What follows belongs to an exercise in optimizing a design on an open flow for small area, a short achievable clock period and few clock cycles; a production flow would make more cautious choices.
The RTL was checked by simulation tests, not by an equivalence proof against the original design.
Power and IR drop assume default switching activity.

== v16 ==
## TPU
module TPU(
    clk,
    rst_n,
    in_valid,
    K,
    M,
    N,
    busy,
    A_wr_en,
    A_index,
    A_data_in,
    A_data_out,
    B_wr_en,
    B_index,
    B_data_in,
    B_data_out,
    C_wr_en,
    C_index,
    C_data_in,
    C_data_out
);
input               clk;
input               rst_n;
input               in_valid;
input [7:0]         K;
input [7:0]         M;
input [7:0]         N;
output reg          busy;
output              A_wr_en;
output [15:0]       A_index;
output [31:0]       A_data_in;
input  [31:0]       A_data_out;
output              B_wr_en;
output [15:0]       B_index;
output [31:0]       B_data_in;
input  [31:0]       B_data_out;
output reg          C_wr_en;
output [15:0]       C_index;
output [127:0]      C_data_in;
input  [127:0]      C_data_out;
assign A_wr_en   = 1'b0;
assign B_wr_en   = 1'b0;
assign A_data_in = 32'd0;
assign B_data_in = 32'd0;
reg [7:0]   k_r, m_r, n_r;
wire [7:0]  km1   = k_r - 8'd1;
wire [7:0]  mm1   = m_r - 8'd1;
wire [5:0]  mgm1  = mm1[7:2];    
wire [1:0]  mlast = mm1[1:0];    
wire [7:0]  nm1   = n_r - 8'd1;
reg         setup;       
reg         iss;         
reg [2:0]   stall;       
  ...
Size in the first run: about 6400 cells after synthesis, ~460 I/O pins, ~64000 um2 of cells after synthesis.
clock: 10.0 ns
lec_check: 0
cap_margin: 20
core_margin: 2
core_utilization: 60
place_density: 0.72
slew_margin: 20
standard.sh (not shown) runs the stock make flow with config.mk's settings and CLKGATE_MAP_FILE= SYNTH_SCRIPT=/design/flow/synth_recipe.tcl, a recipe that flattens the netlist after the stock synthesis.
==> flow/flow/run.sh <==
#!/bin/bash
# Layout: the standard flow (standard.sh, unchanged synthesis), with the
# timing repair aimed at a shorter period than the 10 ns constraint, so that
# the layout's achieved period is pushed down. The make output goes to
# standard.log; ORFS keeps each step's own log under orfs/logs/.
set -euo pipefail
cd "$(dirname "${BASH_SOURCE[0]}")/.."
bash standard.sh SETUP_SLACK_MARGIN=6.5 finish > standard.log 2>&1
v16 ended with every stage complete and zero timing, DRC or antenna violations.
Testbench counts of v16, summed over its fixed seeds: cycles 431,998.
## Diff of input files: v44 against v16
-- flow/flow/run.sh --
<<< v16, line 7
cd "$(dirname "${BASH_SOURCE[0]}")/.."
bash standard.sh SETUP_SLACK_MARGIN=6.5 finish > standard.log 2>&1
>>> v44, line 7
cd "$(dirname "${BASH_SOURCE[0]}")/.."
bash standard.sh SETUP_SLACK_MARGIN=7.0 finish > standard.log 2>&1
-- flow/config.mk --
<<< v16, line 10
export CORE_UTILIZATION = 60
export PLACE_DENSITY = 0.72
>>> v44, line 10
export CORE_UTILIZATION = 60
export CTS_CLUSTER_DIAMETER = 90
export CTS_CLUSTER_SIZE = 22
export PLACE_DENSITY = 0.72
## What came out
Per the comparison of v44 with v16, wire length of the first global-routing pass went down, met1 usage in global routing did not really move.
The mean number of vias per cell number comes out higher for v44 vs v16.
v44 ends up with a number of cells on the worst reg-to-reg path that is 3 lower than in v16.
Global-route met2 utilization was higher in v44 than in v16.
Looking at routability congestion estimate from global placement, v44 sits below v16.
v44 vs v16, cell count went down by 100.
The maximum VDD drop of v44 is higher than that of v16.
Final worst-path setup slack was lower in the run labelled v16.
Min proportion of cell area spent on the clock network across v16 and v44: v44
Modified inputs, v6 compared to v44
==> flow/run.sh (new file) <==
#!/bin/bash
# synth_recipe.tcl (not shown) runs the flow's synth.tcl, then flattens the netlist and writes it again
# the make line also repeats each setting of config.mk as NAME=value (left out here)
make -C /OpenROAD-flow-scripts/flow DESIGN_CONFIG=/design/flow/config.mk WORK_HOME=/design/flow/orfs CLKGATE_MAP_FILE= SYNTH_SCRIPT=/design/flow/synth_recipe.tcl finish
-- flow/config.mk --
<<< v44, line 13
export PLACE_DENSITY = 0.72
export SLEW_MARGIN = 20
>>> v6, line 13
export PLACE_DENSITY = 0.72
export SETUP_SLACK_MARGIN = 5
export SLEW_MARGIN = 20
export TNS_END_PERCENT = 50
removed: flow/flow/run.sh
removed: flow/standard.sh
## What came out
Status | v6 and v44 | clean. The sequential share of layout area reported for v6 is greater than that of v44 by 0.27 points. Re switching share of power: v44 was higher than v6. Diff v6 and v44: global-route usage lower in v6. Compared with v44, in v6 routed length per placed instance moved down; met1 wire length -2.3%; via count shows a reduction of about 0.9%.

[port drivers added, routing unchanged]
In the flow no input, the clock included, has a driving cell. The finished layouts below were timed again as built, in two steps. Step 1 (the two cells are an assumption about what drives the block):
set clk [get_ports {clk}]
set_driving_cell -lib_cell sky130_fd_sc_hd__clkbuf_16 $clk
set_driving_cell -lib_cell sky130_fd_sc_hd__buf_2 [delete_from_list [all_inputs] $clk]
Step 2 adds t to the input delays and takes it off the output delays; t is the mean of the earliest and latest rising clock arrival at the registers after step 1. Input paths then give back, and output paths get back, about the clock's delay inside the block. a / b / c = ideal ports / drivers / drivers and shift; a / b = the first two.
run	t, ns	setup WS [ns]	hold slack, ns	clock arrival spread, ns	pins driven straight from the clock port
v16	0.822	6.509 / 6.438 / 5.752	0.340 / 0.340 / 0.340	0.032 / 0.032	1
v44	0.810	6.710 / 6.633 / 6.181	0.351 / 0.351 / 0.351	0.029 / 0.029	1
v6	0.758	5.971 / 5.971 / 5.693	0.352 / 0.352 / 0.352	0.036 / 0.035	1
After both steps setup and hold are still met in every run listed. For v16, which loses most, drivers alone change the setup slack by -0.071 ns; drivers and shift together by -0.757 ns.
